This is an optimization exercise on Yosys and OpenROAD, whose aim is small area, a short achievable clock period and few clock cycles, not a production implementation.
Only simulation tests tie the RTL to the original design; equivalence was not proved.
Power and IR drop assume default switching activity.

`flow/design.v`:
```
`timescale 1ns / 1ps
module Translate (
    input             CLK,
    input             RSTn,        
    output     [15:0] MADDR,       
    output            M_W,         
    output     [15:0] MDATAOUT,    
    input      [15:0] MDATAIN,     
    output            HALTED
);
    localparam [3:0] OP_LW = 4'b0001, OP_SW = 4'b0011, OP_AND = 4'b0101,
                     OP_OR = 4'b0110, OP_ADD = 4'b0111, OP_SUB = 4'b1000,
                     OP_SLT = 4'b1001, OP_BEQ = 4'b1010, OP_J = 4'b1011,
                     OP_ADDI = 4'b1100;
    function is_halt_op(input [3:0] o);
        is_halt_op = (o == 4'b0000) || (o == 4'b0010) || (o == 4'b0100) ||
                     (o == 4'b1101) || (o == 4'b1110) || (o == 4'b1111);
    endfunction
    reg  [255:0] RF;       
    reg  [15:0] MA;        
    reg         MF;        
    reg         MWR;       
    reg  [15:0] P;         
    reg         AV;        
    reg  [15:0] IR;
    reg         IV;
    reg  [15:0] IPC;       
    reg  [15:0] OHA;       
    reg  [15:0] OHB;       
    reg  [11:0] EI;        
    reg         EV;
    reg         f_inv, f_and, f_or, f_sum, f_slt, f_addi, f_wr, f_as;
    reg         f_lw, f_sw, f_beq, f_halt;
    reg  [15:0] OA, OB;    
    reg         PA, PB;    
    reg         LWP;       
    reg  [3:0]  LWD;       
    reg         H;         
    reg         MAA, MAB;  
    reg         SVA, SVB;  
    reg         FAR, FBR;  
    reg         FAO, FBO;  
    reg         HR;        
    wire [3:0] ewa = EI[11:8];
    wire [7:0] eim = EI[7:0];
    wire ex = EV & ~LWP & ~H;
    wire [15:0] Bx  = OB;      
    wire [16:0] S   = {1'b0, OA} + {1'b0, Bx} + {16'b0, f_inv};
    wire        ovf = (OA[15] == Bx[15]) & (S[15] != OA[15]);
    wire [15:0] res = ({16{f_and}} & (OA & OB)) |
                      ({16{f_or}}  & (OA | OB)) |
                      ({16{f_sum}} & S[15:0]) |
                      {15'b0, f_slt & ~S[16]} |
                      ({16{f_addi}} & {8'b0, eim});
    wire we    = ex & f_wr;
    wire ovw   = ex & f_as;
    wire taken = ex & f_beq & (OA == OB);
    wire [8:0] eim1 = {1'b0, eim} + 9'd1;
    wire hitR  = IV & HR;
    wire hitA  = AV & (P == {7'b0, eim1});
    wire hit   = ex & f_sw & (hitR | hitA);
    wire [3:0] rop = IR[15:12];
    wire [3:0] ra  = IR[7:4];
    wire r_j  = (rop == OP_J);
    wire r_beq = (rop == OP_BEQ);
    wire r_sw = (rop == OP_SW);
    wire radv = ~LWP;                         
    wire rsq  = taken | (hit & hitR);         
    wire rfold = IV & r_j & radv & ~rsq;
    reg  [15:0] rfa, rfb;
    integer j;
    always @(*) begin
        rfa = 16'b0;
        rfb = 16'b0;
        for (j = 0; j < 16; j = j + 1) begin
            rfa = rfa | ({16{OHA[j]}} & RF[16*j +: 16]);
            rfb = rfb | ({16{OHB[j]}} & RF[16*j +: 16]);
        end
    end
    wire [15:0] ovword = {15'b0, ovf};
    wire [15:0] fa = FAR ? res : FAO ? ovword : rfa;
    wire [15:0] fb = FBR ? res : FBO ? ovword : rfb;
    wire r_inv = (rop == OP_SUB) | (rop == OP_SLT);
    wire r_wr = (rop == OP_AND) | (rop == OP_OR) | (rop == OP_ADD) | (rop == OP_SUB) |
                (rop == OP_SLT) | (rop == OP_ADDI);
    wire [3:0] aop = MDATAIN[15:12];
    wire asq   = taken | hit | rfold;
    wire aj    = AV & (aop == OP_J) & ~(IV & r_sw);
    wire afold = aj & ~asq;
    wire [3:0] axa = MDATAIN[7:4];
    wire [3:0] axb = (aop == OP_SW || aop == OP_BEQ) ? MDATAIN[11:8] : MDATAIN[3:0];
    wire abq   = AV & (aop == OP_BEQ) & IV & r_beq;
    wire abnc  = abq & ~asq;
    wire acap  = AV & ~asq & ~afold & ~abnc;
    wire [15:0] pm1 = P - 16'd1;          
    wire ev_n   = radv ? (IV & ~rsq & ~r_j) : EV;
    wire [3:0] niop = radv ? IR[15:12] : (f_lw ? OP_LW : f_sw ? OP_SW : 4'b0);
    wire [7:0] niim = radv ? IR[7:0] : eim;
    wire lwp_n  = ex & f_lw;
    wire h_n    = H | (ex & f_halt);
    wire nex    = ev_n & ~lwp_n & ~h_n;
    wire nlw    = nex & (niop == OP_LW);
    wire nsw    = nex & (niop == OP_SW);
    wire dnext  = nlw | nsw;
    wire nwr    = nex & (radv ? r_wr : f_wr);
    wire nas    = nex & (radv ? ((rop == OP_ADD) | (rop == OP_SUB)) : f_as);
    wire maa_n  = acap ? (IR[11:8] == axa) : MAA;
    wire mab_n  = acap ? (IR[11:8] == axb) : MAB;
    wire sva_n  = acap ? (axa == 4'd7) : SVA;
    wire svb_n  = acap ? (axb == 4'd7) : SVB;
    wire [15:0] seq  = MF ? MA + 16'd1 : P;
    wire [15:0] bt   = IPC + {12'b0, eim[3:0]};
    wire [15:0] cand = taken ? bt :
                       hit   ? {8'b0, eim} :
                       rfold ? {8'b0, IR[11:4]} :
                       aj    ? {8'b0, MDATAIN[11:4]} :
                       abq   ? pm1 : seq;
    assign MADDR    = MA;
    assign M_W      = MWR;
    assign MDATAOUT = OB;
    assign HALTED   = H | (EV & ~LWP & f_halt);
    wire [15:0] wd = LWP ? MDATAIN : res;
    integer k;
    always @(posedge CLK) begin
        for (k = 0; k < 16; k = k + 1) begin
            if (LWP ? (LWD == k) : (we & (ewa == k)))
                RF[16*k +: 16] <= wd;
            else if (k == 7 && ovw)
                RF[16*k +: 16] <= ovword;
        end
    end
    always @(posedge CLK) begin
        LWD <= ewa;
        if (acap) begin
            IR   <= MDATAIN;
            if (aop == OP_BEQ) IPC <= pm1;
            OHA  <= 16'b1 << axa;
            OHB  <= 16'b1 << axb;
            HR   <= r_sw & (P == {7'b0, {1'b0, IR[7:0]} + 9'd1});
        end
        if (radv) begin
            EI  <= IR[11:0];
            f_inv  <= (rop == OP_SUB) | (rop == OP_SLT);
            f_and  <= (rop == OP_AND);
            f_or   <= (rop == OP_OR);
            f_sum  <= (rop == OP_ADD) | (rop == OP_SUB);
            f_slt  <= (rop == OP_SLT);
            f_addi <= (rop == OP_ADDI);
            f_wr   <= r_wr;
            f_as   <= (rop == OP_ADD) | (rop == OP_SUB);
            f_lw   <= (rop == OP_LW);
            f_sw   <= (rop == OP_SW);
            f_beq  <= (rop == OP_BEQ);
            f_halt <= is_halt_op(rop);
            OA  <= fa;
            OB  <= fb ^ {16{r_inv}};
            PA  <= ex & f_lw & MAA;
            PB  <= ex & f_lw & MAB;
        end else begin
            if (PA) OA <= MDATAIN;
            if (PB) OB <= MDATAIN ^ {16{f_inv}};
        end
        MAA <= maa_n;
        MAB <= mab_n;
        SVA <= sva_n;
        SVB <= svb_n;
        FAR <= nwr & maa_n;
        FBR <= nwr & mab_n;
        FAO <= nas & sva_n;
        FBO <= nas & svb_n;
        MA <= dnext ? {8'b0, niim} : cand;
        P  <= dnext ? cand : seq;
        if (!RSTn) begin
            MA  <= 16'd0;
            MF  <= 1'b1;
            MWR <= 1'b0;
            AV  <= 1'b0;
            IV  <= 1'b0;
            EV  <= 1'b0;
            LWP <= 1'b0;
            H   <= 1'b0;
        end else begin
            MF  <= ~dnext;
            MWR <= nsw;
            AV  <= MF & ~asq & ~afold & ~abnc;
            IV  <= acap | (IV & ~radv & ~rsq);
            EV  <= ev_n;
            LWP <= lwp_n;
            H   <= h_n;
        end
    end
endmodule
```
`flow/run.sh`:
```
#!/bin/bash
# synth_recipe.tcl (not shown) runs the flow's synth.tcl, then flattens the netlist and writes it again
# the make line also repeats each setting of config.mk as NAME=value (left out here)
make -C /OpenROAD-flow-scripts/flow DESIGN_CONFIG=/design/flow/config.mk WORK_HOME=/design/flow/orfs CLKGATE_MAP_FILE= SYNTH_SCRIPT=/design/flow/synth_recipe.tcl finish
```
`flow/config.mk`:
```
export PLATFORM = sky130hd
export DESIGN_NAME = Translate
export DESIGN_NICKNAME = Translate
export VERILOG_FILES = /design/flow/design.v
export SDC_FILE = /design/flow/constraint.sdc
export NUM_CORES = 4
export LEC_CHECK = 0
export ABC_AREA = 1
export CAP_MARGIN = 20
export CORE_MARGIN = 2
export CORE_UTILIZATION = 40
export SETUP_SLACK_MARGIN = 3.5
export SLEW_MARGIN = 20
```
`flow/constraint.sdc`:
```
create_clock -name core_clock -period 6.0 [get_ports {CLK}]
set_input_delay 1.2000 -clock core_clock [delete_from_list [all_inputs] [get_ports {CLK}]]
set_output_delay 1.2000 -clock core_clock [all_outputs]
set_load 0.01 [all_outputs]
```
==> run_results.csv, run 1 <==
group,metric,value,unit
run_status,status,"no timing/DRC/antenna violations",
worst_setup_path,crit_chain,"fa_2, inv_2, fa_2, o21ai_2, buf_4, nand2_1, nand2_1, o21ai_4, nand2_2, o211ai_1",
synth,synth_fp_nets,2584,
floorplanning,boundaryPins,52,
finish,fin_nets,2772,
worst_setup_path,startpoint_type,"flip-flop",
global_route,grt_pass1_vias,19000,
sta,slew_headroom,0.228,
detailed_routing,drt_pass1_iterations,6,
detailed_routing,drt_iter0_drc,2557,
worst_setup_path,path_class,"reg -> reg",
power,leakage,0.0115,uW
clock_tree,clkSinkCount,430,
worst_setup_path,cp_max_fo,3,
sta,tns,0,ns
clock_tree,cts_root_buffer,"clkbuf_16",
detailed_routing,vias,20700,
detailed_routing,ant_nets,0,
worst_setup_path,path_delay_family,"compound AO/OA/AOI/OAI gates",
run,maxCapViolCount,0,
sta,tightest_slew,1.16,ns
finish,area_growth,26.6,%
detailed_routing,drt_wl_total,88900,um
synth,ys.flop_type,"edfxtp_1",
synth,synth_area,22500,um2
synth,synth_edf_count,377,
floorplanning,die_y,241,um
clock_tree,cts.hold.buffers_added,0,
sta,fin_crit,2.70,ns
synth,yosys_warnings,1,
clock_tree,clk_pin_slew,0.06,ns
finish,final_common_cell,"nand2_1",
placed_design,place.port_buffers,51,
power,ir_worst_vdd,227,uV
power,pwr-share-clk,0.381,
clock_tree,htree_levels,2,
power,seq_power_share,0.459,
synth,avgSynthCellArea,8.91,um2
power,power_switching_share,0.286,
worst_setup_path,timing.critical_path.to_type,"flip-flop",
power,total_power,7630,uW
synth,ys_ff_latch,430,
finish,drive_above_1_share,0.204,
global_route,grt_first_pass_wirelength,125000,um
placed_design,place.gp.congestion,0.961,
detailed_routing,drt-vias-per-instance,5.93,
detailed_routing,wl_per_cell,25.4,um
synth,async_reset_ff_frac,0,
worst_setup_path,cp_slowest_cell,"edfxtp_1",
power,internal-power,5450,uW
floorplanning,coreArea,55300,um2
finish,final_cell_mix,"nand2_1 (758), edfxtp_1 (377), inv_1 (191), nand3_1 (157), nor2_1 (150)",
sta,drv_slew,0,
synth,synth_seq_area_share,0.551,
sta,rsz0062_at_grt,"yes",
sta,finalCritPeriodShare,0.450,
clock_tree,numCtsBuffers,48,
clock_tree,cts_max_path_buffers,3,
sta,skew,0.0376,ns
floorplanning,dieArea,58100,um2
power,p_comb_frac,0.161,
synth,synth_cell_types,52,
global_route,grt-ovfl-total,0,
finish,final_util,0.514,
worst_setup_path,slowest_delay,0.49,ns
power,netSwitchingPower,2180,uW
clock_tree,clk_latency,0.61,ns
floorplanning,dieWidth,241,um
clock_tree,cts_tree,"yes",
worst_setup_path,worstPathArrival,3.08,ns
global_route,grtUsageTotal,0.296,
sta,setup_violations,0,
worst_setup_path,worst-path-buf-inv,2,
global_route,grt_antenna_before_repair,6,
power,p_per_area,268,nW/um2
synth,netlist_instances,2523,
worst_hold_path,hold_path_class,"reg -> reg",
sta,fmax,0.370,GHz
floorplanning,std_cell_rows,86,
placed_design,dp_hpwl,56300,um
sta,hold_violations,0,
worst_setup_path,r2r_setup_slack,3.30,ns
worst_setup_path,worstPathRequired,6.38,ns
global_route,grt_max_degree,69,
detailed_routing,drc_errors,0,
floorplanning,initial_core_util,0.406,
## worst reg2reg max path: stages, from the launching register on
cell and delay [ns]:
edfxtp_1 0.49, fa_2 0.46, inv_2 0.07, fa_2 0.24, o21ai_2 0.09, buf_4 0.15, nand2_1 0.05, nand2_1 0.08
o21ai_4 0.26, nand2_2 0.19, o211ai_1 0.41
## metrics by stage
step	setup WS, ns	instance area [um2]	hold slack, ns	std cells
finish	3.30	28400	0.459	3496
global route	3.22	28400	0.489	3495
CTS	3.28	26900	0.458	3414
detailed placement	1.84	24100	0.428	3256
global placement	1.87	24100	0.420	3256
floorplan	3.05	22600	0.393	2523
## cell usage after synthesis (20+ instances only)
master | instances | area, um2
a21oi_1 | 101 | 505
a221oi_1 | 71 | 622
a22o_1 | 27 | 236
clkbuf_1 | 91 | 342
dfxtp_1 | 53 | 1060
edfxtp_1 | 377 | 11300
ha_1 | 40 | 500
inv_1 | 213 | 800
nand2_1 | 825 | 3100
nand3_1 | 182 | 911
nand4_1 | 59 | 369
nor2_1 | 169 | 634
nor3_1 | 20 | 100
o211ai_1 | 20 | 150
o21ai_0 | 92 | 460
o22ai_1 | 23 | 144
xor2_1 | 23 | 201
## cell families (layout without fill, tap and decap cells)
family                     count (synthesis)  in the layout  synth area share
buffers and inverters                    322            540            0.0542
AOI/OAI and AO/OA                        394            394             0.114
DFF                                      430            430             0.551
other                                      0              1                 0
adders and majority gates                 43             43            0.0249
and+or+nand+nor                         1302           1308             0.243
xor gates and xnor gates                  32             32            0.0125
## sequential cells by signal, indices dropped and copies added, names as in the netlist, 12 cells and up
signal,cells
OHA,16
EI,12
OA,16
OHB,16
P,16
MA,16
IR,16
IPC,16
OB,16
RF,256
## layer usage
layer  wire length (um)  GRT usage  up-vias
met4               3910      0.112       10
met3              10600     0.0700      276
met1              35300      0.407     9919
li1                   -          -     9157
met2              39000      0.453     1361
met5                 70          0        -
## cell type report
class | instances | area, um2
antenna | 1 | 2.50
clock buffer | 63 | 1310
clock inverter | 23 | 218
fill | 5039 | 26900
inverter | 220 | 891
multi-input combinational | 1777 | 10300
sequential | 430 | 12400
tap | 748 | 936
timing repair buffer | 232 | 2300
timing repair inverter | 2 | 22.5
## power by group through the flow
stage / Combinational [uW] / Sequential, uW / Clock, uW
floorplan: 568 / 3500 / 0
global placement: 873 / 3580 / 0
detailed placement: 881 / 3580 / 0
CTS: 1010 / 3510 / 2920
global route: 1300 / 3500 / 3040
finish: 1220 / 3500 / 2900
## timing repair
item | CTS | global route
buffers inserted | 68 | 69
endpoints found under the hold margin | 0 | 0
pin swaps | 31 | 83
setup endpoints to repair | 640 | 506
cloned | 4 | 12
resized for setup | 255 | 241
## final timing paths
path | from | cells past startpoint | endpoint
max | f_inv | 10 | OA[4]
max reg2reg | f_inv | 10 | OA[4]
min reg2reg | EI[10] | 0 | LWD[2]
min | EI[10] | 0 | LWD[2]
Testbench counts, summed over its fixed seeds: cycles 206,583.
==> run 2: changes to the inputs <==
--- a/flow/config.mk
+++ b/flow/config.mk
@@ -11,3 +11,3 @@
 export CORE_UTILIZATION = 40
-export SETUP_SLACK_MARGIN = 3.5
+export SETUP_SLACK_MARGIN = 3.8
 export SLEW_MARGIN = 20
==> run 2 against run 1 <==
  * Still clean on timing, DRC and antenna
  * Combinational power grew 19%
  * Clock power grew 11%
  * Non-clock buffer count grew 71
  * Sequential power is essentially flat
  * Critical path type unchanged
==> run_results.csv, run 2 <==
group,metric,value,unit
floorplanning,boundaryPins,52,
synth,ys.flop_type,"edfxtp_1",
finish,final_cell_mix,"nand2_1 (713), edfxtp_1 (377), inv_1 (173), buf_4 (159), nor2_1 (143)",
global_route,grt_first_pass_wirelength,129000,um
finish,top_register,"RF",
worst_setup_path,worst-path-buf-inv,5,
worst_setup_path,rr_worst_depth,11,
power,p_per_area,270,nW/um2
clock_tree,cts.hold.buffers_added,0,
floorplanning,initial_core_util,0.406,
worst_setup_path,cp_max_fo,8,
clock_tree,cts_root_buffer,"clkbuf_16",
sta,finalCritPeriodShare,0.438,
power,leakage,0.0122,uW
synth,avgSynthCellArea,8.91,um2
finish,drive_above_1_share,0.278,
sta,rsz0062_at_grt,"yes",
clock_tree,clkSinkCount,430,
worst_setup_path,cp_slowest_cell,"edfxtp_1",
worst_setup_path,worstPathRequired,6.30,ns
synth,synth_seq_area_share,0.551,
power,ir_worst_vdd,222,uV
detailed_routing,drt_pass1_iterations,6,
worst_setup_path,r2r_setup_slack,3.37,ns
synth,yosys.area.top_type,"edfxtp_1",
run_status,status,"no timing/DRC/antenna violations",
detailed_routing,drt_iter0_drc,2896,
detailed_routing,drt-vias-per-instance,6.00,
worst_setup_path,crit_chain,"fa_2, inv_2, fa_2, buf_4, buf_6, a21oi_2, nor3_4, or2_4, buf_6, buf_12, nand2_8",
global_route,grt-ovfl-total,0,
synth,synth_common_cells,"nand2_1 (825), edfxtp_1 (377), inv_1 (213), nand3_1 (182), nor2_1 (169)",
finish,fin_nets,2846,
worst_setup_path,timing.critical_path.to_type,"flip-flop",
worst_hold_path,hp-start,"EI[10]",
finish,area_growth,34.7,%
clock_tree,cts_max_path_buffers,3,
sta,hold_violations,0,
synth,ys_ff_latch,430,
global_route,grt_antenna_before_repair,1,
placed_design,place.port_buffers,51,
synth,synth_fp_nets,2584,
clock_tree,clk_pin_slew,0.06,ns
synth,synthTopCellsByArea,"edfxtp_1 (50%), nand2_1 (14%), dfxtp_1 (4.7%)",
global_route,grt_pass1_vias,19800,
sta,drv_slew,0,
detailed_routing,drt_wl_total,91500,um
worst_hold_path,min_delay_path_depth,0,
floorplanning,dieWidth,241,um
synth,netlist_instances,2523,
floorplanning,die_y,241,um
sta,tightest_slew,1.24,ns
synth,synth_edf_count,377,
detailed_routing,vias,21500,
sta,skew,0.0627,ns
synth,synth.top_cell.area_share,0.504,
placed_design,place.gp.congestion,0.963,
synth,async_reset_ff_frac,0,
worst_setup_path,rr_endpoint,"RF[226]",
worst_setup_path,timing.rr.start,"OA[0]",
global_route,grt_max_degree,67,
run,maxCapViolCount,0,
floorplanning,dieArea,58100,um2
detailed_routing,drc_errors,0,
worst_setup_path,slowest_delay,0.46,ns
worst_hold_path,min_to,"LWD[2]",
sta,fin_crit,2.63,ns
sta,tns,0,ns
synth,yosys_warnings,1,
detailed_routing,ant_nets,0,
worst_setup_path,path_delay_family,"adder cells",
detailed_routing,wl_per_cell,25.6,um
worst_setup_path,worstPathArrival,2.93,ns
clock_tree,cts_tree,"yes",
synth,synth_area,22500,um2
floorplanning,std_cell_rows,86,
finish,largest_register_ffs,256,
worst_setup_path,startpoint_type,"flip-flop",
finish,final_common_cell,"nand2_1",
placed_design,dp_hpwl,55700,um
sta,hold_ws,0.454,ns
clock_tree,clk_latency,0.63,ns
synth,synth_cell_types,52,
global_route,grtUsageTotal,0.305,
sta,setup_violations,0,
sta,fmax,0.381,GHz
clock_tree,numCtsBuffers,47,
clock_tree,htree_levels,2,
floorplanning,coreArea,55300,um2
sta,slew_headroom,0.175,
worst_hold_path,hold_path_class,"reg -> reg",
worst_setup_path,path_class,"reg -> reg",
synth,yosysMostFrequentCell,"nand2_1",
==> run 2: how the worst max path moves through the flow <==
stage	endpoint	slack, ns	depth (start not counted)	from
6_report	RF[226]	3.37	11	OA[0]
5_1_grt	OA[2]	3.30	9	OB[0]
4_1_cts	HALTED	3.40	4	LWP
3_5_place_dp	OHB[5]	1.96	10	MDATAIN[14]
3_3_place_gp	OHB[4]	2.03	10	MDATAIN[14]
2_1_floorplan	HR	3.05	10	MDATAIN[14]
==> run 2: layout make-up <==
| type | instances | area, um2 |
|---|---|---|
| multi-input combinational | 1782 | 11100 |
| clock buffer | 52 | 1190 |
| timing repair buffer | 303 | 3140 |
| antenna | 2 | 5.00 |
| timing repair inverter | 1 | 8.76 |
| fill | 4794 | 25000 |
| inverter | 220 | 907 |
| clock inverter | 36 | 529 |
| tap | 748 | 936 |
| sequential | 430 | 12400 |
==> run 2: metrics by stage <==
step / area, um2 / util / setup WS [ns] / instances / total power [uW]
after detailed placement: 24200 / 0.437 / 1.96 / 3261 / 4470
final: 30300 / 0.547 / 3.37 / 3574 / 8160
after floorplan: 22700 / - / 3.05 / 2523 / 4070
after CTS: 28500 / 0.516 / 3.40 / 3491 / 7920
after global routing: 30300 / 0.547 / 3.30 / 3573 / 8360
after global placement: 24100 / 0.437 / 2.03 / 3260 / 4460
==> run 2: routing by layer <==
metal	up-vias	part of all wire	routed length, um	track usage
li1	9297	-	-	-
met1	10200	0.39	35300	0.417
met2	1582	0.43	39400	0.462
met3	359	0.13	11800	0.0732
met4	0	0.055	5040	0.132
met5	-	0	0	0
==> run 2: what timing repair did <==
| item | in CTS | in global routing |
|---|---|---|
| resized for setup | 536 | 270 |
| setup buffers | 130 | 74 |
| setup endpoints to repair | 751 | 474 |
| gates cloned | 12 | 7 |
| pin swaps | 84 | 123 |
==> run 2: cell families after synthesis <==
logic type	count (synthesis)	share of synthesized area
fa+ha+maj	43	0.0249
simple gates	1302	0.243
flops	430	0.551
compound gates	394	0.114
xor+xnor	32	0.0125
buf+inv	322	0.0542
==> run 2: worst reg2reg max path: stages (launching register included) <==
cell and delay, ns:
edfxtp_1 0.46, fa_2 0.46, inv_2 0.07, fa_2 0.27
buf_4 0.14, buf_6 0.08, a21oi_2 0.05, nor3_4 0.30
or2_4 0.21, buf_6 0.10, buf_12 0.12, nand2_8 0.07
==> run 2: power by group <==
group	leakage (uW)	internal, uW	total, uW	switching, uW
Clock	0.000820	1900	3230	1330
Sequential	0.00398	3380	3480	105
Combinational	0.00738	551	1450	896
==> run 3: changes to the inputs <==
--- a/flow/config.mk
+++ b/flow/config.mk
@@ -11,3 +11,3 @@
 export CORE_UTILIZATION = 40
-export SETUP_SLACK_MARGIN = 3.8
+export SETUP_SLACK_MARGIN = 3.4
 export SLEW_MARGIN = 20
==> run 3 against run 2 <==
  * Still clean on timing, DRC and antenna
  * Die area unchanged
  * Clock skew is 0.013 ns lower
  * Sequential cell count is the same
  * Sequential share of layout area up 4.8 points
  * Combinational power decreased by 26%
  * Non-clock buffer count is 146 lower
  * Critical path type unchanged
  * Largest cell class unchanged
==> run_results.csv, run 3 <==
group,metric,value,unit
finish,final_cell_mix,"nand2_1 (781), edfxtp_1 (377), inv_1 (200), nand3_1 (167), nor2_1 (154)",
synth,yosysMostFrequentCell,"nand2_1",
run_status,status,"no timing/DRC/antenna violations",
sta,tns,0,ns
finish,drive_above_1_share,0.148,
worst_setup_path,rr_worst_depth,13,
sta,drv_slew,0,
placed_design,dp_hpwl,55100,um
global_route,grt_antenna_before_repair,1,
worst_hold_path,hold_path_class,"reg -> reg",
clock_tree,cts.hold.buffers_added,0,
floorplanning,dieArea,58100,um2
worst_setup_path,r2r_setup_slack,3.37,ns
clock_tree,cts_tree,"yes",
floorplanning,die_y,241,um
worst_setup_path,worstPathRequired,6.31,ns
sta,rsz0062_at_grt,"yes",
placed_design,place.port_buffers,51,
sta,fin_crit,2.63,ns
synth,avgSynthCellArea,8.91,um2
floorplanning,boundaryPins,52,
synth,synth_area,22500,um2
worst_setup_path,timing.rr.start,"OA[0]",
sta,finalCritPeriodShare,0.439,
sta,hold_ws,0.452,ns
clock_tree,cts_root_buffer,"clkbuf_16",
sta,skew,0.0494,ns
worst_setup_path,timing.critical_path.to_type,"flip-flop",
synth,synth_common_cells,"nand2_1 (825), edfxtp_1 (377), inv_1 (213), nand3_1 (182), nor2_1 (169)",
finish,top_register,"RF",
synth,yosys_warnings,1,
finish,largest_register_ffs,256,
worst_hold_path,hp-start,"EI[10]",
worst_setup_path,startpoint_type,"flip-flop",
finish,area_growth,20.5,%
synth,synth_fp_nets,2584,
detailed_routing,drt-vias-per-instance,5.87,
floorplanning,std_cell_rows,86,
global_route,grt_first_pass_wirelength,122000,um
synth,yosys.area.top_type,"edfxtp_1",
synth,synth_seq_area_share,0.551,
detailed_routing,drt_iter0_drc,2698,
synth,ys_ff_latch,430,
detailed_routing,vias,20100,
synth,async_reset_ff_frac,0,
floorplanning,initial_core_util,0.406,
floorplanning,coreArea,55300,um2
power,ir_worst_vdd,210,uV
floorplanning,dieWidth,241,um
global_route,grtUsageTotal,0.288,
sta,slew_headroom,0.233,
detailed_routing,drc_errors,0,
clock_tree,cts_max_path_buffers,3,
finish,nFillCells,5193,
sta,hold_violations,0,
clock_tree,clk_latency,0.61,ns
detailed_routing,drt_pass1_iterations,7,
global_route,grt-ovfl-total,0,
clock_tree,clk_pin_slew,0.06,ns
finish,fin_nets,2694,
synth,netlist_instances,2523,
sta,fmax,0.380,GHz
synth,synth_cell_types,52,
worst_setup_path,rr_endpoint,"OA[8]",
power,leakage,0.0110,uW
detailed_routing,wl_per_cell,25.0,um
placed_design,place.gp.congestion,0.938,
clock_tree,clkSinkCount,430,
finish,final_util,0.489,
detailed_routing,drt_wl_total,85400,um
global_route,grt_max_degree,63,
synth,synthTopCellsByArea,"edfxtp_1 (50%), nand2_1 (14%), dfxtp_1 (4.7%)",
synth,synth.top_cell.area_share,0.504,
worst_setup_path,path_class,"reg -> reg",
detailed_routing,ant_nets,0,
global_route,grt_pass1_vias,18400,
worst_hold_path,min_to,"LWD[2]",
worst_setup_path,worstPathArrival,2.95,ns
synth,ys.flop_type,"edfxtp_1",
clock_tree,htree_levels,2,
power,p_per_area,278,nW/um2
clock_tree,numCtsBuffers,47,
finish,final_common_cell,"nand2_1",
sta,setup_violations,0,
worst_setup_path,cp_max_fo,4,
sta,tightest_slew,1.15,ns
run,maxCapViolCount,0,
worst_hold_path,min_delay_path_depth,0,
synth,synth_edf_count,377,
==> run 3: cell counts after synthesis <==
No cell type changed its count.
==> run 3: logic make-up after synthesis <==
family	count (synthesis)	synth area share
and+or+nand+nor	1302	0.243
adders and majority gates	43	0.0249
AOI/OAI and AO/OA	394	0.114
buffers and inverters	322	0.0542
DFF	430	0.551
xor gates and xnor gates	32	0.0125
==> run 3: area by class of cell <==
cell class | instances | area, um2 | share of cell area
flip-flops and latches | 430 | 12400 | 0.458
multi-input cells | 1777 | 9950 | 0.367
repair buffers | 157 | 1370 | 0.0506
clock buffers | 64 | 1280 | 0.0473
well taps | 748 | 936 | 0.0346
inverters | 220 | 866 | 0.0320
clock inverters | 24 | 259 | 0.00957
diodes | 1 | 2.50 | 0.0000925
==> run 3: how the worst max path moves through the flow <==
stage / slack (ns) / cells past startpoint / startpoint / to
3_5_place_dp: 1.84 / 10 / MDATAIN[14] / IR[12]
2_1_floorplan: 3.05 / 10 / MDATAIN[14] / HR
6_report: 3.37 / 13 / OA[0] / OA[8]
5_1_grt: 3.28 / 13 / OA[0] / OA[8]
4_1_cts: 3.29 / 10 / OB[0] / OB[1]
3_3_place_gp: 1.92 / 10 / MDATAIN[14] / OHB[11]
==> run 3: power by group <==
group	switching, uW	leakage, uW	internal (uW)
clock	1260	0.000741	1680
combinational	726	0.00624	348
sequential	122	0.00398	3380
total	2110	0.0110	5410
==> run 3: worst max-delay path, stage by stage (launching register included) <==
cell and delay [ns]:
edfxtp_1 0.45, fa_2 0.29, inv_2 0.05, fa_2 0.40, o21ai_2 0.17, nand2_1 0.08
nand2_2 0.10, nand2_2 0.08, nand2_4 0.07, a21oi_2 0.05, o21ai_1 0.11, nand2_1 0.12
nand2_4 0.21, o211ai_1 0.15
==> run 3: metal layers <==
layer  wire length [um]  track usage  vias to the layer above  part of all wire
met5                  0            0                        -                 0
met4               3690        0.106                        0             0.043
met3              10600       0.0611                      270              0.12
met2              37100        0.444                     1349              0.43
li1                   -            -                     8989                 -
met1              34000        0.399                     9472              0.40
==> run 3: through the flow <==
stage	power, uW	worst slack (ns)	cells	cell area [um2]
2_1_floorplan	4060	3.05	2523	22500
3_3_place_gp	4450	1.92	3259	24100
3_5_place_dp	4460	1.84	3259	24100
4_1_cts	7390	3.29	3380	26200
5_1_grt	7740	3.28	3421	27100
6_report	7520	3.37	3421	27100
==> run 3: timing repair <==
action / in CTS / in global routing
setup buffers: 31 / 34
setup endpoints to repair: 559 / 397
gates resized for setup: 149 / 144
hold endpoints to repair: 0 / 0
pin swaps: 14 / 49
cloned: 2 / 6
==> run 4: changes to the inputs <==
--- a/flow/config.mk
+++ b/flow/config.mk
@@ -11,2 +11,4 @@
 export CORE_UTILIZATION = 40
+export CTS_CLUSTER_DIAMETER = 80
+export CTS_CLUSTER_SIZE = 20
 export SETUP_SLACK_MARGIN = 3.4
==> run 4 against run 3 <==
  * First-iteration DRC count increased by 3.8%
  * Critical path type is now reg -> out
  * Still clean
  * Highest routed layer is now met5
  * Largest cell class unchanged
  * Critical path depth decreased by 11
  * Register-to-register slack about the same
==> run_results.csv, run 4 <==
group,metric,value,unit
run_status,status,"no timing/DRC/antenna violations",
detailed_routing,drt-vias-per-instance,5.90,
sta,setup_violations,0,
synth,synth_edf_count,377,
worst_setup_path,slowest_delay,0.41,ns
synth,avgSynthCellArea,8.91,um2
placed_design,dp.cells,3259,
power,ir_worst_vdd,195,uV
synth,yosys_warnings,1,
detailed_routing,wl_per_cell,25.2,um
detailed_routing,drt_pass1_iterations,6,
clock_tree,clk_pin_slew,0.09,ns
global_route,grt_antenna_before_repair,1,
sta,fin_ws,3.36,ns
worst_setup_path,worst-path-buf-inv,2,
synth,synth.top_cell.area_share,0.504,
finish,drive_above_1_share,0.144,
global_route,grt_pass1_vias,18200,
detailed_routing,drt_wl_total,85100,um
detailed_routing,ant_nets,0,
run,maxCapViolCount,0,
finish,final_cell_mix,"nand2_1 (776), edfxtp_1 (377), inv_1 (201), nand3_1 (167), nor2_1 (157)",
finish,final_common_cell,"nand2_1",
worst_setup_path,crit_chain,"buf_4, dlygate4sd2_1",
finish,largest_register_ffs,256,
power,leakage,0.0106,uW
placed_design,dp_hpwl,55100,um
synth,synth_seq_area_share,0.551,
sta,finalCritPeriodShare,0.440,
sta,slew_headroom,0.237,
finish,diodes,0,
worst_setup_path,timing.critical_path.to_type,"primary output",
floorplanning,die_y,241,um
floorplanning,coreArea,55300,um2
floorplanning,dieWidth,241,um
worst_setup_path,startpoint_type,"flip-flop",
clock_tree,cts_root_buffer,"clkbuf_16",
floorplanning,std_cell_rows,86,
worst_hold_path,hold_path_class,"reg -> reg",
worst_setup_path,worstPathArrival,1.44,ns
synth,synth_common_cells,"nand2_1 (825), edfxtp_1 (377), inv_1 (213), nand3_1 (182), nor2_1 (169)",
worst_setup_path,worstPathRequired,4.80,ns
floorplanning,dieArea,58100,um2
global_route,grt_max_degree,63,
synth,yosys.area.top_type,"edfxtp_1",
sta,tightest_slew,1.14,ns
finish,nFillCells,5261,
synth,netlist_instances,2523,
finish,area_growth,17.6,%
finish,fin_cells,3383,
placed_design,place.port_buffers,51,
synth,ys_ff_latch,430,
floorplanning,initial_core_util,0.406,
synth,ys.flop_type,"edfxtp_1",
power,p_per_area,245,nW/um2
sta,skew,0.0312,ns
synth,synth_fp_nets,2584,
synth,synth_cell_types,52,
detailed_routing,vias,20000,
clock_tree,cts_max_path_buffers,3,
worst_setup_path,path_delay_family,"buffers and inverters",
floorplanning,boundaryPins,52,
sta,rsz0062_at_grt,"yes",
sta,drv_slew,0,
worst_setup_path,cp_slowest_cell,"edfxtp_1",
sta,tns,0,ns
placed_design,place.gp.congestion,0.938,
worst_setup_path,path_class,"reg -> out",
finish,fin_nets,2682,
detailed_routing,drc_errors,0,
clock_tree,clk_latency,0.61,ns
finish,ff_latch_area,12400,um2
clock_tree,htree_levels,1,
placed_design,dp_slack,1.84,ns
synth,synthTopCellsByArea,"edfxtp_1 (50%), nand2_1 (14%), dfxtp_1 (4.7%)",
finish,multi_input_area,9960,um2
synth,yosysMostFrequentCell,"nand2_1",
global_route,grtUsageTotal,0.284,
synth,async_reset_ff_frac,0,
sta,fmax,0.379,GHz
sta,fin_crit,2.64,ns
finish,top_register,"RF",
detailed_routing,drt_iter0_drc,2801,
sta,hold_violations,0,
clock_tree,cts_tree,"yes",
clock_tree,clkSinkCount,430,
synth,synth_area,22500,um2
worst_setup_path,cp_max_fo,2,
global_route,grt_first_pass_wirelength,120000,um
global_route,grt-ovfl-total,0,
clock_tree,numCtsBuffers,27,
-- run 4: cell counts after synthesis --
No cell type changed its count.
-- run 4: cell families (layout without fill, tap and decap cells) --
logic type / Yosys count / count (layout) / synth area share
buf+inv: 322 / 429 / 0.0542
fa+ha+maj: 43 / 43 / 0.0249
simple gates: 1302 / 1307 / 0.243
flops: 430 / 430 / 0.551
compound gates: 394 / 394 / 0.114
xor+xnor: 32 / 32 / 0.0125
-- run 4: area by class of cell --
type                       instances  area share
sequential                       430       0.470
multi-input combinational       1776       0.377
timing repair buffer             166      0.0555
tap                              748      0.0354
inverter                         220      0.0328
clock buffer                      33      0.0268
clock inverter                    10     0.00275
-- run 4: report_power, final --
group	total (uW)	internal (uW)	switching, uW
clock network	1890	847	1040
logic	1100	360	741
registers	3490	3380	116
total	6480	4580	1900
-- run 4: metrics by stage --
step | hold WS (ns) | power [uW] | util | area (um2)
global placement | 0.422 | 4450 | 0.435 | 24100
detailed placement | 0.432 | 4460 | 0.435 | 24100
CTS | 0.458 | 6330 | 0.460 | 25400
global route | 0.483 | 6680 | 0.478 | 26400
finish | 0.458 | 6480 | 0.478 | 26400
floorplan | 0.393 | 4060 | - | 22500
-- run 4: what timing repair did --
action                     in CTS  in global routing
cloned                          1                  7
hold buffers                    0                  0
setup endpoints to repair     559                397
pin swaps                      13                 39
buffers inserted               34                 39
resized for setup             142                154
-- run 4: final timing paths --
kind | start | to | slack (ns) | cells after the start
setup / recovery | OB[15] | MDATAOUT[15] | 3.36 | 2
hold / removal | EI[10] | LWD[2] | 0.46 | 0
setup reg to reg | OB[0] | OA[15] | 3.36 | 14
hold reg to reg | EI[10] | LWD[2] | 0.46 | 0
-- run 4: worst reg2reg max path, stage by stage (launching register included) --
cell and delay, ns:
edfxtp_1 0.39, buf_4 0.16, fa_2 0.42, nand2_1 0.08, nand3_1 0.08, nand2_2 0.12
inv_2 0.06, nand2_2 0.07, nand2_4 0.10, nand3_4 0.10, nand3_1 0.09, nand3_1 0.14
nand2_2 0.15, a21oi_2 0.22, o21ai_0 0.15
-- run 4: routing by layer --
layer	wire [um]	up-vias	global-route usage
li1	-	8927	-
met1	34600	9513	0.399
met2	37200	1288	0.434
met3	9670	233	0.0542
met4	3570	2	0.109
met5	18	-	0
==> run 5: changes to the inputs <==
--- a/flow/config.mk
+++ b/flow/config.mk
@@ -10,3 +10,3 @@
 export CORE_MARGIN = 2
-export CORE_UTILIZATION = 40
+export CORE_UTILIZATION = 50
 export CTS_CLUSTER_DIAMETER = 80
==> run 5 against run 4 <==
  * Largest cell class unchanged
  * Sequential share of layout area down 0.68 points
  * Final area increased by 1.4%
  * Die area is 20% lower
  * Cell count down 3.7%
  * Via count grew 2.0%
  * Hold slack improved by 0.011 ns
  * Synthesized area is the same
==> run_results.csv, run 5 <==
group,metric,value,unit
run_status,status,"no timing/DRC/antenna violations",
worst_setup_path,rr_worst_depth,11,
floorplanning,initial_core_util,0.507,
sta,fin_ws,3.28,ns
synth,synth_fp_nets,2584,
synth,synth_cell_types,52,
synth,avgSynthCellArea,8.91,um2
synth,muxShareOfSynthArea,0,
sta,fin_crit,2.72,ns
sta,tns,0,ns
sta,setup_violations,0,
floorplanning,std_cell_rows,77,
detailed_routing,ant_nets,0,
finish,nFillCells,3860,
synth,synthSimpleGateAreaFrac,0.243,
synth,synth_edf_count,377,
worst_setup_path,slowest_delay,0.51,ns
clock_tree,clk_latency,0.64,ns
worst_setup_path,worstPathRequired,6.34,ns
clock_tree,clkSinkCount,430,
worst_setup_path,r2r_setup_slack,3.28,ns
clock_tree,htree_levels,1,
synth,async_reset_ff_frac,0,
global_route,grt_first_pass_wirelength,124000,um
finish,fin_nets,2710,
placed_design,dp.cells,3104,
finish,drive_above_1_share,0.156,
clock_tree,cts.hold.buffers_added,0,
sta,skew,0.0320,ns
synth,netlist_instances,2523,
finish,top_register,"RF",
worst_hold_path,min_delay_path_depth,0,
clock_tree,cts_root_buffer,"clkbuf_16",
synth,synth_seq_area_share,0.551,
synth,yosysMostFrequentCell,"nand2_1",
finish,largest_register_ffs,256,
synth,ys.flop_type,"edfxtp_1",
sta,slew_headroom,0.202,
synth,synthAdderAreaFrac,0.0249,
floorplanning,dieWidth,216,um
worst_setup_path,path_class,"reg -> reg",
placed_design,dp_hpwl,56500,um
placed_design,place.gp.congestion,0.970,
global_route,grt_antenna_before_repair,2,
global_route,grtUsageTotal,0.364,
synth,synth_compound_area_frac,0.114,
detailed_routing,drt-vias-per-instance,6.25,
synth,synthTopCellsByArea,"edfxtp_1 (50%), nand2_1 (14%), dfxtp_1 (4.7%)",
sta,drv_slew,0,
worst_setup_path,startpoint_type,"flip-flop",
synth,yosys.area.top_type,"edfxtp_1",
worst_setup_path,cp_max_fo,4,
clock_tree,numCtsBuffers,29,
finish,area_growth,19.3,%
power,p_per_area,250,nW/um2
finish,final_util,0.605,
finish,final_common_cell,"nand2_1",
detailed_routing,drt_iter0_drc,2938,
synth,synth.top_cell.area_share,0.504,
clock_tree,clk_pin_slew,0.09,ns
synth,synth_top_family_by_area,"simple AND/OR/NAND/NOR gates",
synth,synth_area,22500,um2
sta,rsz0062_at_grt,"yes",
synth,yosys_warnings,1,
run,maxCapViolCount,0,
floorplanning,coreArea,44300,um2
floorplanning,dieArea,46600,um2
global_route,grt_pass1_vias,18700,
placed_design,dp_slack,1.76,ns
sta,hold_violations,0,
worst_setup_path,cp_slowest_cell,"o211ai_1",
finish,final_cell_mix,"nand2_1 (776), edfxtp_1 (377), inv_1 (198), nand3_1 (165), nor2_1 (153)",
placed_design,place.port_buffers,51,
clock_tree,cts_tree,"yes",
floorplanning,boundaryPins,52,
worst_setup_path,cp_common_cell,"nand2_2",
detailed_routing,vias,20400,
detailed_routing,drt_pass1_iterations,8,
synth,synth_common_cells,"nand2_1 (825), edfxtp_1 (377), inv_1 (213), nand3_1 (182), nor2_1 (169)",
sta,finalCritPeriodShare,0.454,
synth,ys_ff_latch,430,
global_route,grt_max_degree,52,
worst_setup_path,crit_chain,"fa_2, inv_2, fa_2, o21ai_4, nand2_2, nand2_4, a21oi_2, o21ai_2, nand2_2, nand2_2, o211ai_1",
detailed_routing,drc_errors,0,
power,leakage,0.0108,uW
sta,fmax,0.367,GHz
detailed_routing,wl_per_cell,26.9,um
finish,fin_cells,3257,
floorplanning,die_y,216,um
power,ir_worst_vdd,284,uV
sta,tightest_slew,1.20,ns
worst_setup_path,worstPathArrival,3.06,ns
sta,hold_ws,0.468,ns
clock_tree,cts_max_path_buffers,3,
detailed_routing,drt_wl_total,87500,um
synth,synth_xor_xnor_area_share,0.0125,
worst_setup_path,timing.critical_path.to_type,"flip-flop",
worst_hold_path,hold_path_class,"reg -> reg",
global_route,grt-ovfl-total,0,
-- run 5: repair_timing --
| item | 4_1_cts | 5_1_grt |
|---|---|---|
| endpoints found under the setup margin | 599 | 487 |
| resized for setup | 160 | 167 |
| gates cloned | 1 | 3 |
| buffers inserted | 49 | 52 |
| pin swaps | 23 | 50 |
-- run 5: worst paths after layout --
check / startpoint / end
worst max-delay path: OB[0] / OA[6]
worst min-delay path: EI[10] / LWD[2]
worst max register to register: OB[0] / OA[6]
worst min register to register: EI[10] / LWD[2]
-- run 5: cell families (layout without fill, tap and decap cells) --
family                     after synthesis  in the layout
and+or+nand+nor                       1302           1304
other                                    0              1
DFF                                    430            430
xor gates and xnor gates                32             32
adders and majority gates               43             43
AOI/OAI and AO/OA                      394            394
buffers and inverters                  322            461
-- run 5: final cells by class --
| type | instances | area (um2) | share of cell area |
|---|---|---|---|
| timing repair inverter | 1 | 8.76 | 0.000327 |
| clock inverter | 13 | 131 | 0.00490 |
| sequential | 430 | 12400 | 0.463 |
| timing repair buffer | 194 | 1780 | 0.0665 |
| inverter | 220 | 887 | 0.0331 |
| multi-input combinational | 1773 | 10100 | 0.377 |
| tap | 592 | 741 | 0.0276 |
| antenna | 1 | 2.50 | 0.0000934 |
| clock buffer | 33 | 741 | 0.0276 |
-- run 5: power by group --
group / internal, uW / switching, uW
registers: 3380 / 119
logic: 385 / 775
clock network: 916 / 1130
total: 4680 / 2020
-- run 5: metrics by stage --
stage          power (uW)  area (um2)
3_5_place_dp         4480       23900
6_report             6700       26800
3_3_place_gp         4470       23900
2_1_floorplan        4060       22500
4_1_cts              6520       25600
5_1_grt              6890       26800
-- run 5: critical path, delay by kind of cell (launching register included) --
| kind | cells | cell delay [ns] |
|---|---|---|
| adder cells (fa/ha/maj) | 2 | 0.70 |
| AO/OA/AOI/OAI | 4 | 0.81 |
| buffers and inverters | 1 | 0.07 |
| flip-flops | 1 | 0.45 |
| AND/OR/NAND/NOR | 4 | 0.42 |
-- run 5: metal layers --
metal | track usage | up-vias | part of all wire
met4 | 0.166 | 2 | 0.056
li1 | - | 8991 | -
met3 | 0.0706 | 314 | 0.11
met1 | 0.486 | 9726 | 0.38
met2 | 0.576 | 1335 | 0.45
met5 | 0 | - | 0.00015

afterwards: timing with drivers on the ports:
No port has a modelled driver above. Below, the same layouts with a new extraction and two added sets of constraints.
Step 1 (the two cells are an assumption about what drives the block):
set clk [get_ports {CLK}]
set_driving_cell -lib_cell sky130_fd_sc_hd__clkbuf_16 $clk
set_driving_cell -lib_cell sky130_fd_sc_hd__buf_2 [delete_from_list [all_inputs] $clk]
Step 2, shift: input delay + t, output delay - t, t = (earliest + latest rising clock arrival at the registers) / 2. This alone moves slack from input paths to output paths.
Slacks: no drivers / after step 1 / after step 2; pairs: no drivers / after step 1.
| run | shift t [ns] | slack for setup (ns) | worst setup path after step 2 | slew at the worst register clock pin (ns) |
|---|---|---|---|---|
| run 1 | 0.649 | 3.297 / 3.266 / 2.856 | input to register | 0.07 / 0.07 |
| run 2 | 0.658 | 3.373 / 3.345 / 2.890 | input to register | 0.07 / 0.07 |
| run 3 | 0.644 | 3.366 / 3.330 / 2.864 | input to register | 0.07 / 0.07 |
| run 4 | 0.653 | 3.360 / 3.301 / 2.798 | input to register | 0.09 / 0.09 |
| run 5 | 0.678 | 3.276 / 3.276 / 2.767 | input to register | 0.10 / 0.10 |
After both steps setup and hold are still met in every run listed. For run 4, which loses most, drivers alone change the setup slack by -0.059 ns; drivers and shift together by -0.562 ns.
